Context: an optimization exercise on an open-source flow, tuned for small area, a short achievable clock period and few clock cycles per item. The choices shown serve that exercise and are no tape-out recipe. At most, simulation tests tie the RTL to the original design; equivalence was not proved.

==> flow/design.v <==
module MulDiv(input clk, input reset,
    output io_req_ready,
    input  io_req_valid,
    input [3:0] io_req_bits_fn,
    input  io_req_bits_dw,
    input [63:0] io_req_bits_in1,
    input [63:0] io_req_bits_in2,
    input [4:0] io_req_bits_tag,
    input  io_kill,
    input  io_resp_ready,
    output io_resp_valid,
    output[63:0] io_resp_bits_data,
    output[4:0] io_resp_bits_tag
);
  localparam S_IDLE = 3'd0, S_MUL = 3'd1, S_MFIN = 3'd2, S_MCOR = 3'd3,
             S_NORM = 3'd4, S_DIV = 3'd5, S_FIX = 3'd6, S_DONE = 3'd7;
  reg [2:0] state;
  reg [65:0] R;      
  reg [65:0] C;      
  reg [64:0] D;      
  reg [63:0] Q;      
  reg [7:0] CL;      
  reg [6:0] cnt;
  reg [4:0] tag;
  reg cl;            
  reg [3:0] bOne, bTwo, bNeg;    
  reg isHi, isW, mulW, corr, negA, negB, divCin, outQ, needFix;
  reg [6:0] la, lb;  
  wire [3:0] fn = io_req_bits_fn;
  wire dw = io_req_bits_dw;
  wire cmdMul = fn[3] | ~fn[2];
  wire cmdHi = ((fn & 4'h5) == 4'h1) | fn[1] | fn[3];
  wire rhsSigned = ((fn & 4'h9) == 4'h0) | ~fn[2];
  wire lhsSigned = rhsSigned | ((fn & 4'h3) == 4'h0);
  wire [63:0] a_ext = dw ? io_req_bits_in1 : {{32{lhsSigned & io_req_bits_in1[31]}}, io_req_bits_in1[31:0]};
  wire [63:0] b_ext = dw ? io_req_bits_in2 : {{32{rhsSigned & io_req_bits_in2[31]}}, io_req_bits_in2[31:0]};
  wire sA = lhsSigned & a_ext[63];
  wire sB = rhsSigned & b_ext[63];
  function [6:0] bitlen;
    input [63:0] x;
    reg [31:0] v1, p1; reg [15:0] v2; reg [31:0] p2; reg [7:0] v3; reg [23:0] p3;
    reg [3:0] v4; reg [15:0] p4; reg [1:0] v5; reg [9:0] p5; reg [5:0] p6;
    integer i;
    begin
      for (i = 0; i < 32; i = i + 1) begin v1[i] = x[2*i+1] | x[2*i]; p1[i] = x[2*i+1]; end
      for (i = 0; i < 16; i = i + 1) begin
        v2[i] = v1[2*i+1] | v1[2*i];
        p2[2*i+1] = v1[2*i+1]; p2[2*i] = v1[2*i+1] ? p1[2*i+1] : p1[2*i];
      end
      for (i = 0; i < 8; i = i + 1) begin
        v3[i] = v2[2*i+1] | v2[2*i];
        p3[3*i+2] = v2[2*i+1]; p3[3*i+:2] = v2[2*i+1] ? p2[4*i+2+:2] : p2[4*i+:2];
      end
      for (i = 0; i < 4; i = i + 1) begin
        v4[i] = v3[2*i+1] | v3[2*i];
        p4[4*i+3] = v3[2*i+1]; p4[4*i+:3] = v3[2*i+1] ? p3[6*i+3+:3] : p3[6*i+:3];
      end
      for (i = 0; i < 2; i = i + 1) begin
        v5[i] = v4[2*i+1] | v4[2*i];
        p5[5*i+4] = v4[2*i+1]; p5[5*i+:4] = v4[2*i+1] ? p4[8*i+4+:4] : p4[8*i+:4];
      end
      p6 = {v5[1], v5[1] ? p5[9:5] : p5[4:0]};
      bitlen = (v5[1] | v5[0]) ? {1'b0, p6} + 7'd1 : 7'd0;
    end
  endfunction
  wire [6:0] laIn = bitlen(a_ext ^ {64{sA}}) + {6'd0, sA};
  wire [6:0] lbIn = bitlen(b_ext ^ {64{sB}});
  function [11:0] bdec;    
    input [8:0] mb;        
    integer k;
    reg b0, b1, b2;
    begin
      for (k = 0; k < 4; k = k + 1) begin
        b0 = mb[2*k]; b1 = mb[2*k+1]; b2 = mb[2*k+2];
        bdec[k] = b1 ^ b0;
        bdec[4+k] = (b2 & ~b1 & ~b0) | (~b2 & b1 & b0);
        bdec[8+k] = b2 & ~(b1 & b0);
      end
    end
  endfunction
  wire done = state == S_DONE;
  assign io_req_ready = (state == S_IDLE) | (done & io_resp_ready);
  assign io_resp_valid = done;
  wire fire = io_req_valid & io_req_ready;
  wire [66:0] Dx = {D[64], D[64], D};    
  reg [73:0] pp [0:3];
  reg [73:0] nk;
  integer k;
  always @* begin
    nk = 74'd0;
    nk[65] = 1'b1; nk[67] = 1'b1; nk[69] = 1'b1; nk[71] = 1'b1;    
    for (k = 0; k < 4; k = k + 1) begin : booth
      reg [66:0] mag, row;
      mag = Dx ^ {67{bNeg[k]}};
      row = ({67{bOne[k]}} & mag) | ({67{bTwo[k]}} & {mag[65:0], bNeg[k]});
      row[66] = ~row[66];
      pp[k] = {7'd0, row} << (2*k);
      nk[2*k] = bNeg[k];
    end
  end
  function [147:0] csa;    
    input [73:0] a, b, c;
    begin
      csa[73:0] = a ^ b ^ c;
      csa[147:74] = {((a & b) | (a & c) | (b & c)), 1'b0};
    end
  endfunction
  wire [147:0] l1a = csa({8'd0, R}, {8'd0, C}, nk);
  wire [147:0] l1b = csa(pp[0], pp[1], pp[2]);
  wire [147:0] l2a = csa(l1a[73:0], l1a[147:74], pp[3]);
  wire [147:0] l3a = csa(l2a[73:0], l2a[147:74], l1b[73:0]);
  wire [147:0] l4a = csa(l3a[73:0], l3a[147:74], l1b[147:74]);
  wire [73:0] S  = l4a[73:0];
  wire [73:0] Cy = l4a[147:74];
  wire [8:0] lowfix = {1'b0, Q[63:56]} + {1'b0, CL} + {8'd0, cl};
  wire mulLast = mulW ? (cnt[2:0] == 3'd3) : (cnt[2:0] == 3'd7);
  function [65:0] add66;
    input [65:0] a, b;
    input ci;
    reg [66:0] g, p, G, P, G2, P2;
    integer i, d;
    begin
      g[0] = ci; p[0] = 1'b0;
      for (i = 0; i < 66; i = i + 1) begin g[i+1] = a[i] & b[i]; p[i+1] = a[i] ^ b[i]; end
      G = g; P = p;
      for (d = 1; d < 67; d = d * 2) begin
        G2 = G; P2 = P;
        for (i = 0; i < 67; i = i + 1)
          if ((i / d) % 2 == 1) begin
            G2[i] = G[i] | (P[i] & G[(i/d)*d - 1]);
            P2[i] = P[i] & P[(i/d)*d - 1];
          end
        G = G2; P = P2;
      end
      for (i = 0; i < 66; i = i + 1) add66[i] = p[i+1] ^ G[i];
    end
  endfunction
  wire selC = state == S_MFIN;
  wire [65:0] addY = selC ? {2'b0, C[63:0]} : {D[64], D};
  wire addCin = (state == S_DIV) ? divCin : (selC & lowfix[8]);
  wire [65:0] t = add66({2'b0, R[63:0]}, addY, addCin);
  wire ge = ~t[64];
  wire [63:0] nIn = (state == S_FIX & outQ) ? Q : R[63:0];
  wire [63:0] nOut = 64'd0 - nIn;
  wire [6:0] sh = la - lb;
  wire bZero = D[63:0] == 64'd0;
  wire qZero = la < lb;
  wire [64:0] Dsh = D << sh;
  always @(posedge clk) begin
    if (reset) begin
      state <= S_IDLE;
    end else if (fire) begin
      state <= cmdMul ? S_MUL : S_NORM;
    end else if (io_kill) begin
      state <= S_IDLE;
    end else begin
      case (state)
        S_MUL:  if (mulLast) state <= isHi ? S_MFIN : S_DONE;
        S_MFIN: state <= corr ? S_MCOR : S_DONE;
        S_MCOR: state <= S_DONE;
        S_NORM: if (bZero | qZero) state <= (isHi ? negA : 1'b0) ? S_FIX : S_DONE;
                else state <= S_DIV;
        S_DIV:  if (cnt == 7'd0) state <= needFix ? S_FIX : S_DONE;
        S_FIX:  state <= S_DONE;
        S_DONE: if (io_resp_ready) state <= S_IDLE;
        default: state <= S_IDLE;
      endcase
    end
    if (fire) begin
      tag <= io_req_bits_tag;
      isHi <= cmdHi;
      isW <= ~dw;
      mulW <= cmdMul & ~dw;
      corr <= cmdMul & cmdHi & ~rhsSigned & io_req_bits_in2[63];
      negA <= sA;
      negB <= sB;
      divCin <= ~sB;
      la <= laIn;
      lb <= lbIn;
      needFix <= ~cmdMul & (cmdHi ? sA : (sA ^ sB));
      outQ <= ~cmdHi;
      cnt <= 7'd0;
      cl <= 1'b0;
      CL <= 8'd0;
      {bNeg, bTwo, bOne} <= bdec({io_req_bits_in2[7:0], 1'b0});
      if (cmdMul) begin
        R <= 66'h20000000000000000;    
        C <= 66'd0;
        D <= {lhsSigned & io_req_bits_in1[63], io_req_bits_in1};
      end else begin
        R <= {2'b0, a_ext};
        D <= {sB, b_ext};
      end
      Q <= io_req_bits_in2;
    end else begin
      case (state)
        S_MUL: begin
          R <= S[73:8];
          C <= Cy[73:8];
          Q <= {S[7:0], lowfix[7:0], Q[55:8]};
          CL <= Cy[7:0];
          cl <= lowfix[8];
          {bNeg, bTwo, bOne} <= bdec(Q[15:7]);
          cnt <= cnt + 7'd1;
        end
        S_MFIN, S_MCOR: begin
          R <= {2'b0, t[63:0]};
        end
        S_NORM: begin
          if (negA) R <= {2'b0, nOut};
          D <= negB ? Dsh : ~Dsh;
          cnt <= sh;
          Q <= {64{bZero}};
          if (bZero) needFix <= ~outQ & negA;
        end
        S_DIV: begin
          if (ge) R <= {2'b0, t[63:0]};
          Q <= {Q[62:0], ge};
          D <= {D[64], D[64:1]};
          cnt <= cnt - 7'd1;
        end
        S_FIX: begin
          R <= {2'b0, nOut};
          outQ <= 1'b0;
        end
        default: ;
      endcase
    end
  end
  wire [63:0] Qf = {lowfix[7:0], Q[55:0]};
  wire [63:0] x = outQ ? Qf : R[63:0];
  wire [31:0] x32 = mulW ? Qf[63:32] : x[31:0];
  assign io_resp_bits_data = isW ? {{32{x32[31]}}, x32} : x;
  assign io_resp_bits_tag = tag;
endmodule
==> flow/config.mk <==
export PLATFORM = sky130hd
export DESIGN_NAME = MulDiv
export DESIGN_NICKNAME = MulDiv
export VERILOG_FILES = /design/flow/design.v
export SDC_FILE = /design/flow/constraint.sdc
export NUM_CORES = 4
export LEC_CHECK = 0
export CAP_MARGIN = 20
export CORE_MARGIN = 2
export CORE_UTILIZATION = 40
export SETUP_SLACK_MARGIN = 5
export SLEW_MARGIN = 20
==> flow/constraint.sdc <==
create_clock -name core_clock -period 10.0 [get_ports {clk}]
set_input_delay 2.0000 -clock core_clock [delete_from_list [all_inputs] [get_ports {clk}]]
set_output_delay 2.0000 -clock core_clock [all_outputs]
set_load 0.01 [all_outputs]
run.sh (not shown) runs the stock make flow with config.mk's settings and CLKGATE_MAP_FILE= SYNTH_SCRIPT=/design/flow/synth_recipe.tcl, a recipe that flattens the netlist after the stock synthesis.
Next try:
--- a/flow/design.v
+++ b/flow/design.v
@@ -12,9 +12,10 @@
     output[63:0] io_resp_bits_data,
     output[4:0] io_resp_bits_tag
 );
-  localparam S_IDLE = 3'd0, S_MUL = 3'd1, S_MFIN = 3'd2, S_MCOR = 3'd3,
-             S_NORM = 3'd4, S_DIV = 3'd5, S_FIX = 3'd6, S_DONE = 3'd7;
-  reg [2:0] state;
+  localparam S_IDLE = 4'd0, S_MUL = 4'd1, S_MFIN = 4'd2, S_MCOR = 4'd3,
+             S_NORM = 4'd4, S_DIV = 4'd5, S_FIX = 4'd6, S_DONE = 4'd7,
+             S_MRES = 4'd8;
+  reg [3:0] state;
   reg [65:0] R;      
   reg [65:0] C;      
   reg [64:0] D;      
@@ -24,7 +25,7 @@
   reg [4:0] tag;
   reg cl;            
   reg [3:0] bOne, bTwo, bNeg;    
-  reg isHi, isW, mulW, corr, negA, negB, divCin, outQ, needFix;
+  reg isHi, isW, mulW, corr, negA, negB, cinR, outQ, needFix;
   reg [6:0] la, lb;  
   wire [3:0] fn = io_req_bits_fn;
   wire dw = io_req_bits_dw;
@@ -135,10 +136,7 @@
       for (i = 0; i < 66; i = i + 1) add66[i] = p[i+1] ^ G[i];
     end
   endfunction
-  wire selC = state == S_MFIN;
-  wire [65:0] addY = selC ? {2'b0, C[63:0]} : {D[64], D};
-  wire addCin = (state == S_DIV) ? divCin : (selC & lowfix[8]);
-  wire [65:0] t = add66({2'b0, R[63:0]}, addY, addCin);
+  wire [65:0] t = add66({2'b0, R[63:0]}, {D[64], D}, cinR);
   wire ge = ~t[64];
   wire [63:0] nIn = (state == S_FIX & outQ) ? Q : R[63:0];
   wire [63:0] nOut = 64'd0 - nIn;
@@ -155,9 +153,10 @@
       state <= S_IDLE;
     end else begin
       case (state)
-        S_MUL:  if (mulLast) state <= isHi ? S_MFIN : S_DONE;
-        S_MFIN: state <= corr ? S_MCOR : S_DONE;
-        S_MCOR: state <= S_DONE;
+        S_MUL:  if (mulLast) state <= isHi ? S_MRES : S_DONE;
+        S_MRES: state <= corr ? S_MCOR : S_MFIN;
+        S_MCOR: state <= S_MFIN;
+        S_MFIN: state <= S_DONE;
         S_NORM: if (bZero | qZero) state <= (isHi ? negA : 1'b0) ? S_FIX : S_DONE;
                 else state <= S_DIV;
         S_DIV:  if (cnt == 7'd0) state <= needFix ? S_FIX : S_DONE;
@@ -174,7 +173,7 @@
       corr <= cmdMul & cmdHi & ~rhsSigned & io_req_bits_in2[63];
       negA <= sA;
       negB <= sB;
-      divCin <= ~sB;
+      cinR <= ~sB;
       la <= laIn;
       lb <= lbIn;
       needFix <= ~cmdMul & (cmdHi ? sA : (sA ^ sB));
@@ -203,7 +202,19 @@
           {bNeg, bTwo, bOne} <= bdec(Q[15:7]);
           cnt <= cnt + 7'd1;
         end
-        S_MFIN, S_MCOR: begin
+        S_MRES: begin
+          Q[63:56] <= lowfix[7:0];
+          CL <= 8'd0;
+          cl <= 1'b0;
+          cinR <= lowfix[8];
+          if (~corr) D <= C[64:0];
+        end
+        S_MCOR: begin
+          R <= {2'b0, t[63:0]};
+          D <= C[64:0];
+          cinR <= 1'b0;
+        end
+        S_MFIN: begin
           R <= {2'b0, t[63:0]};
         end
         S_NORM: begin
The changed run finished clean. Worst setup slack improves by 0.70 ns. Design area rose by 2.4%. Maximum frequency rises by 13%. Register-to-register slack gets better by 1.1 ns. Global-route usage went up by 3.0 points. Area after synthesis climbs by 3.5%. Die area grows by 3.4%. Count of clock-buffer cells in the layout fell by 3. Wire length goes up by 12%. Non-clock buffer count grows by 17. Core utilization is lower by 0.38 points. Cell count rose by 4.4%.
Testbench counts after the change, summed over its fixed seeds: cycles 156,599, ops 16,000.
For the first run of this note, only the layout was checked, not whether the RTL still works.

-- port drivers added, routing unchanged --
The results above use ideal ports. As a check the final layouts listed here were re-extracted and re-timed, cells and wires unchanged.
Step 1: set_driving_cell puts a clkbuf_16 on clk and a buf_2 on each other input, an assumption about the parent block.
Step 2 also shifts input and output timing later by t, the mid clock arrival at the registers, as if the neighbouring blocks saw the same clock.
Three values: ideal, step 1, step 2; two values: the first two.
run	t, ns	setup slack, ns	hold WS [ns]	worst setup path at the end	worst register clock-pin slew, ns
the first run	0.697	4.011 / 4.011 / 4.011	0.479 / 0.479 / 0.479	register to register	0.07 / 0.07
the second run	0.676	4.714 / 4.643 / 4.331	0.474 / 0.474 / 0.474	input to register	0.07 / 0.07
After both steps setup and hold are still met in every run listed. The setup slack of the second run, which loses most, moves by -0.071 ns with the drivers and by -0.383 ns with both steps.
